This is an optimization exercise on Yosys and OpenROAD, whose aim is small area, a short achievable clock period and few clock cycles per item, not a production implementation. Function was not checked in any run shown here: the RTL went through the layout flow alone. No activity file was given, so power comes from the tool's default toggle rates.

==> flow/design.v, too long to show whole: its modules and the start of the top module <==
// module fpm: 1056 lines
// module fpm_fa: 4 lines
// module fpm_han: 4 lines
module fpm(
  input clk,
  input rst,
  input [31:0] number_in,
  input number_a_valid,
  output number_a_ready,
  input number_b_valid,
  output number_b_ready,
  output [31:0] number_out,
  output result_valid
);
  // ...
==> flow/flow/run.sh <==
#!/bin/bash
set -euo pipefail
bash standard.sh SETUP_SLACK_MARGIN=6 finish > standard.log 2>&1
==> flow/standard.sh <==
#!/bin/bash
# synth_recipe.tcl (not shown) runs the flow's synth.tcl, then flattens the netlist and writes it again
# the make line also repeats each setting of config.mk as NAME=value (left out here)
make -C /OpenROAD-flow-scripts/flow DESIGN_CONFIG=/design/flow/config.mk WORK_HOME=/design/flow/orfs CLKGATE_MAP_FILE= SYNTH_SCRIPT=/design/flow/synth_recipe.tcl "${@:-finish}"
==> flow/config.mk <==
export PLATFORM = sky130hd
export DESIGN_NAME = fpm
export DESIGN_NICKNAME = fpm
export VERILOG_FILES = /design/flow/design.v
export SDC_FILE = /design/flow/constraint.sdc
export NUM_CORES = 4
export LEC_CHECK = 0
export CAP_MARGIN = 20
export CORE_MARGIN = 2
export CORE_UTILIZATION = 40
export SETUP_SLACK_MARGIN = 5
export SLEW_MARGIN = 20
export SYNTH_HIERARCHICAL = 1
==> flow/constraint.sdc <==
create_clock -name core_clock -period 9.0 [get_ports {clk}]
set_input_delay 1.8000 -clock core_clock [delete_from_list [all_inputs] [get_ports {clk}]]
set_output_delay 1.8000 -clock core_clock [all_outputs]
set_load 0.01 [all_outputs]
==> run notes, run 1 <==
# TYPE chip_impl_metric gauge
chip_impl_info{name="layout_commonest_cell",value="sky130_fd_sc_hd__nand2_1"} 1
chip_impl_info{name="top_area_cell_class",value="multi-input combinational cells"} 1
chip_impl_metric{name="hold_depth",unit=""} 0
chip_impl_metric{name="floorplan.rows",unit=""} 81
chip_impl_metric{name="fillers",unit=""} 4129
chip_impl_metric{name="pwr_density_cell",unit="nW/um^2"} 400.1
chip_impl_metric{name="gr-usage-all-layers",unit="%"} 23.74
chip_impl_metric{name="buffer_share_of_cell_area",unit="%"} 12.78
chip_impl_metric{name="nMultiInputCombCells",unit=""} 1537
chip_impl_info{name="outcome",value="timing/DRC/antenna clean"} 1
chip_impl_metric{name="postRouteWirelength",unit="mm"} 61.42
chip_impl_info{name="timing.critical_path.mode_cell",value="sky130_fd_sc_hd__fa_2"} 1
chip_impl_metric{name="pin_count",unit=""} 71
chip_impl_metric{name="grt_start_max_net_pins",unit=""} 54
chip_impl_info{name="cpLargestDelayFamily",value="adder cells"} 1
chip_impl_metric{name="vdd_ir_drop_max",unit="mV"} 0.2653
chip_impl_metric{name="grt_overflow",unit=""} 0
chip_impl_metric{name="synth.yosys.seq_area_share",unit="%"} 29.70
chip_impl_info{name="leading_cell_type_by_number_of_instances_after_synthesis",value="sky130_fd_sc_hd__nand2_1"} 1
chip_impl_info{name="path_cells",value="nor4_4 -> nand2_1 -> buf_12 -> nand2_4 -> fa_1 -> fa_2 -> fa_2 -> fa_1 -> fa_2"} 1
chip_impl_metric{name="setup_total_negative_slack",unit="ps"} 0
chip_impl_metric{name="timing.final.crit_period",unit="ps"} 3636
chip_impl_metric{name="yosys.area_share.xor_xnor",unit="%"} 4.029
chip_impl_metric{name="viasPerCell",unit=""} 5.462
chip_impl_metric{name="power.net_switching",unit="uW"} 4423
chip_impl_metric{name="drcViolationCount",unit=""} 0
chip_impl_metric{name="die_area",unit="um^2"} 51250
chip_impl_metric{name="simple_gate_fraction_of_synth_area",unit="%"} 17.60
chip_impl_metric{name="synthAdderAreaFrac",unit="%"} 32.59
chip_impl_info{name="grt_setup_unrepaired",value="true"} 1
==> inputs of run 2 (changes only) <==
==> flow/run.sh (new file) <==
#!/bin/bash
# synth_recipe.tcl (not shown) runs the flow's synth.tcl, then flattens the netlist and writes it again
# the make line also repeats each setting of config.mk as NAME=value (left out here)
make -C /OpenROAD-flow-scripts/flow DESIGN_CONFIG=/design/flow/config.mk WORK_HOME=/design/flow/orfs CLKGATE_MAP_FILE= SYNTH_SCRIPT=/design/flow/synth_recipe.tcl finish
removed: flow/flow/run.sh
removed: flow/standard.sh
==> run notes, run 2 <==
# TYPE chip_impl_metric gauge
chip_impl_metric{name="vias_in_the_first_global_route",unit=""} 15139
chip_impl_info{name="outcome",value="timing/DRC/antenna clean"} 1
chip_impl_metric{name="timing_hold_violations_final",unit=""} 0
chip_impl_metric{name="fillers",unit=""} 4730
chip_impl_metric{name="synthDistinctLibCells",unit=""} 79
chip_impl_metric{name="antenna_found_initial",unit=""} 0
chip_impl_metric{name="synth_cells",unit=""} 2014
chip_impl_metric{name="timing.final.setup_violations",unit=""} 0
chip_impl_metric{name="nets",unit=""} 2424
chip_impl_metric{name="cts-htree-levels",unit=""} 1
chip_impl_metric{name="cts_buffer_depth",unit=""} 3
chip_impl_metric{name="timing.critical_path.required",unit="ps"} 9440
chip_impl_metric{name="setup_total_negative_slack",unit="ps"} 0
chip_impl_metric{name="flow.area_growth_from_synthesis",unit="%"} 11.59
chip_impl_metric{name="max_freq",unit="MHz"} 262.6
chip_impl_metric{name="p_comb_share",unit="%"} 63.9
chip_impl_metric{name="via_total_after_detailed_routing",unit=""} 14507
chip_impl_metric{name="synth_async_sr_flop_share",unit="%"} 0
chip_impl_metric{name="avgRoutedWirePerCell",unit="um"} 19.22
chip_impl_metric{name="power.net_switching",unit="uW"} 3829
chip_impl_info{name="hold_path.class",value="reg2reg"} 1
chip_impl_metric{name="worst_ep_arrival",unit="ps"} 4250
chip_impl_info{name="timing.critical_path.mode_cell",value="sky130_fd_sc_hd__fa_1"} 1
chip_impl_metric{name="p_int",unit="uW"} 4992
chip_impl_metric{name="crit_path_max_incr_delay",unit="ps"} 520
chip_impl_metric{name="viasPerCell",unit=""} 5.330
chip_impl_info{name="synth_common_cells",value="sky130_fd_sc_hd__nand2_1 (441), sky130_fd_sc_hd__fa_1 (272), sky130_fd_sc_hd__dfxtp_1 (175)"} 1
chip_impl_metric{name="syn-cell-area",unit="um^2"} 19780
chip_impl_metric{name="power_frac_seq",unit="%"} 22.1
chip_impl_metric{name="postLayoutSetupSlackWorst",unit="ps"} 5192
chip_impl_metric{name="grt_first_pass_wirelength",unit="mm"} 82.81
chip_impl_metric{name="post-dp-hpwl",unit="mm"} 37.91
chip_impl_metric{name="final_max_slew_viol_count",unit=""} 0
chip_impl_metric{name="post-route-period-util",unit="%"} 42.31
chip_impl_info{name="layout_commonest_cell",value="sky130_fd_sc_hd__nand2_1"} 1
chip_impl_metric{name="crit_fanout",unit=""} 14
chip_impl_info{name="layout.cells.most_common_list",value="sky130_fd_sc_hd__nand2_1 (440), sky130_fd_sc_hd__fa_1 (272), sky130_fd_sc_hd__dfxtp_1 (174), sky130_fd_sc_hd__inv_1 (128), sky130_fd_sc_hd__nor2_1 (119)"} 1
chip_impl_metric{name="grt_overflow",unit=""} 0
chip_impl_info{name="cpLargestDelayFamily",value="adder cells"} 1
chip_impl_metric{name="p_sw_share",unit="%"} 43.41
chip_impl_metric{name="timing.final.crit_period",unit="ps"} 3808
chip_impl_metric{name="clock_skew",unit="ps"} 18.39
chip_impl_info{name="worstSetupStartpointType",value="flop"} 1
chip_impl_metric{name="drcViolationCount",unit=""} 0
chip_impl_info{name="netlist_top_cells_area",value="sky130_fd_sc_hd__fa_1 (28%), sky130_fd_sc_hd__dfxtp_1 (18%), sky130_fd_sc_hd__edfxtp_1 (12%), sky130_fd_sc_hd__nand2_1 (8.4%), sky130_fd_sc_hd__ha_1 (5.1%)"} 1
chip_impl_metric{name="detail_route.first_pass.iterations",unit=""} 5
chip_impl_metric{name="postCtsSetupBuffers",unit=""} 0
chip_impl_metric{name="gr-usage-all-layers",unit="%"} 20.71
chip_impl_metric{name="seq_area",unit="um^2"} 5877
chip_impl_metric{name="cts_hold_buffers",unit=""} 0
chip_impl_metric{name="cts_buffers",unit=""} 29
chip_impl_info{name="root_buffer",value="sky130_fd_sc_hd__clkbuf_16"} 1
chip_impl_metric{name="io_buffer_count",unit=""} 70
chip_impl_info{name="ys.flop_type",value="sky130_fd_sc_hd__dfxtp_1"} 1
chip_impl_metric{name="floorplan.rows",unit=""} 81
chip_impl_metric{name="post-layout-total-power",unit="uW"} 8821
chip_impl_metric{name="vdd_ir_drop_max",unit="mV"} 0.2960
chip_impl_metric{name="pwr_density_cell",unit="nW/um^2"} 399.6
chip_impl_metric{name="timing.slew.headroom",unit="%"} 30.76
chip_impl_metric{name="cts.sink_count",unit=""} 254
chip_impl_metric{name="postRouteWirelength",unit="mm"} 52.32
chip_impl_metric{name="multi_input_gate_area",unit="um^2"} 13030
chip_impl_info{name="path_cells",value="nor4_2 -> nand2_2 -> nand2_1 -> fa_1 -> fa_1 -> fa_1 -> fa_1 -> fa_1"} 1
chip_impl_metric{name="synthDominantCellAreaShare",unit="%"} 27.53
chip_impl_metric{name="synth_warnings",unit=""} 7
chip_impl_info{name="critical-path-slowest-cell",value="sky130_fd_sc_hd__fa_1"} 1
chip_impl_metric{name="synth_seq_cells",unit=""} 254
chip_impl_metric{name="die_area",unit="um^2"} 51250
chip_impl_metric{name="pin_count",unit=""} 71
chip_impl_metric{name="average_cell_area_after_synthesis",unit="um^2"} 9.822
chip_impl_metric{name="start_util",unit="%"} 40.49
chip_impl_metric{name="drt-initial-drc-count",unit=""} 985
chip_impl_metric{name="clock_power_share",unit="%"} 13.9
chip_impl_info{name="end_kind",value="flop"} 1
chip_impl_metric{name="power.static_leakage",unit="uW"} 0.008697
chip_impl_info{name="tritoncts",value="built"} 1
chip_impl_metric{name="gpl.final_weighted_congestion",unit=""} 0.8511
chip_impl_metric{name="post_synth_edffs",unit=""} 79
chip_impl_metric{name="clk_pin_slew",unit="ps"} 60
chip_impl_metric{name="drtAntennaViolNets",unit=""} 0
chip_impl_info{name="crit_type",value="reg2reg"} 1
chip_impl_metric{name="ant_diodes",unit=""} 0
chip_impl_info{name="leading_cell_type_by_number_of_instances_after_synthesis",value="sky130_fd_sc_hd__nand2_1"} 1
chip_impl_metric{name="core_area",unit="um^2"} 48850
chip_impl_metric{name="tightestPinTransition",unit="ps"} 1036
chip_impl_metric{name="postSynthNetCount",unit=""} 2402
chip_impl_metric{name="final_layout_size_suffix_gt1_share",unit="%"} 8.406
chip_impl_metric{name="chipWidth",unit="um"} 226.4
chip_impl_info{name="netlist.top_cell.by_area",value="sky130_fd_sc_hd__fa_1"} 1
chip_impl_info{name="grt_setup_unrepaired",value="true"} 1
chip_impl_metric{name="max_cap_violations",unit=""} 0
chip_impl_metric{name="clock_insertion_delay_worst_skew",unit="ps"} 580
chip_impl_metric{name="synth.yosys.seq_area_share",unit="%"} 29.70
chip_impl_metric{name="place_ws",unit="ps"} 4509
chip_impl_metric{name="buffers_inverters_on_critical_path",unit=""} 0
chip_impl_info{name="top_regs",value="tcn x36, tsn x36"} 1
chip_impl_metric{name="die_h",unit="um"} 226.4
chip_impl_metric{name="grt_start_max_net_pins",unit=""} 76
[run 2: cell counts after synthesis]
Identical to the previous run, type by type.
[run 2: worst register-to-register path: cells and delay by family (launching register included)]
| kind | cells | cell delay [ps] |
|---|---|---|
| fa+ha+maj | 5 | 2350 |
| flops | 1 | 430 |
| simple gates | 3 | 910 |
[run 2: final cells by class]
cell class / count / share of cell area [%]
clock buffers: 39 / 3.775
clock inverters: 14 / 0.7369
inverters: 130 / 2.211
multi-input cells: 1531 / 59.02
flip-flops and latches: 254 / 26.62
well taps: 664 / 3.764
repair buffers: 90 / 3.871
[run 2: final timing paths]
check | start | end | cells past startpoint | slack [ps]
max | rb[26]$_SDFFCE_PN0P_ | tcn[30]$_DFF_P_ | 8 | 5190
min | s2_s$_DFFE_PN_ | out[31]$_DFF_P_ | 0 | 350
max reg2reg | rb[26]$_SDFFCE_PN0P_ | tcn[30]$_DFF_P_ | 8 | 5190
min reg2reg | s2_s$_DFFE_PN_ | out[31]$_DFF_P_ | 0 | 350
[run 2: through the flow]
step,instances,utilization (%),instance area (um^2),hold WS [ps]
finish,2722,45.19,22070,350.3
global route,2722,45.19,22070,360.1
CTS,2722,45.12,22040,351.6
detailed placement,2669,43.08,21040,329.8
global placement,2669,43.08,21040,332.1
floorplan,2014,-,19780,323.3
[run 2: cell families (layout without fill, tap and decap cells)]
group / after synthesis / count (layout) / share of synthesized area (%)
compound gates: 260 / 260 / 8.609
buf+inv: 229 / 273 / 4.592
mux: 48 / 48 / 2.884
flops: 254 / 254 / 29.70
simple gates: 780 / 780 / 17.60
fa+ha+maj: 352 / 352 / 32.59
xor+xnor: 91 / 91 / 4.029
[run 2: what timing repair did]
action                                  CTS  global route
resized for setup                         1             6
pin swaps                                 0             1
cloned                                    0             0
endpoints found under the setup margin    8            37
[run 2: per-layer routing]
layer	GRT usage (%)	up-vias	wire [um]
li1	-	6685	-
met1	26.98	7205	22030
met2	35.23	510	25180
met3	3.732	107	3645
met4	6.048	0	1468
met5	0	-	0
[run 2: power groups by stage]
stage,logic (uW),clock network [uW],registers [uW]
after floorplan,4380,0,1810
after global placement,5440,0,1960
after detailed placement,5660,0,1970
after CTS,5680,1260,1940
after global routing,6400,1290,1990
final,5640,1230,1950
[run 2: Yosys stat by module, one instance, submodules excluded]
module,copies in the design,cells inside,area (um^2),flip-flops and latches
fpm,1,1691,14190,254
fpm_han,12,5,27.53,0
fpm_fa,263,1,20.02,0

-- port drivers added, routing unchanged --
The flow's constraints put no driver on any port. The routed layouts listed below were extracted and timed again, unchanged, in two steps.
Step 1: set_driving_cell puts a clkbuf_16 on clk and a buf_2 on each other input, an assumption about the parent block.
Step 2 moves the port delays by t, midway between the first and last clock arrival at a register: inputs arrive t later, outputs are due t later. That takes back most of the time a late clock gives input paths.
a / b / c = ideal ports / drivers / drivers and shift; a / b = the first two.
| run | t, ns | slack for setup (ns) | worst slew at a driven data input, ns |
|---|---|---|---|
| run 1 | 0.629 | 5.364 / 5.364 / 5.364 | 0.04 |
| run 2 | 0.619 | 5.192 / 5.192 / 4.833 | 0.05 |
After both steps every run listed still meets setup and hold. The setup slack of run 2, which loses most, moves by 0.000 ns with the drivers and by -0.359 ns with both steps.
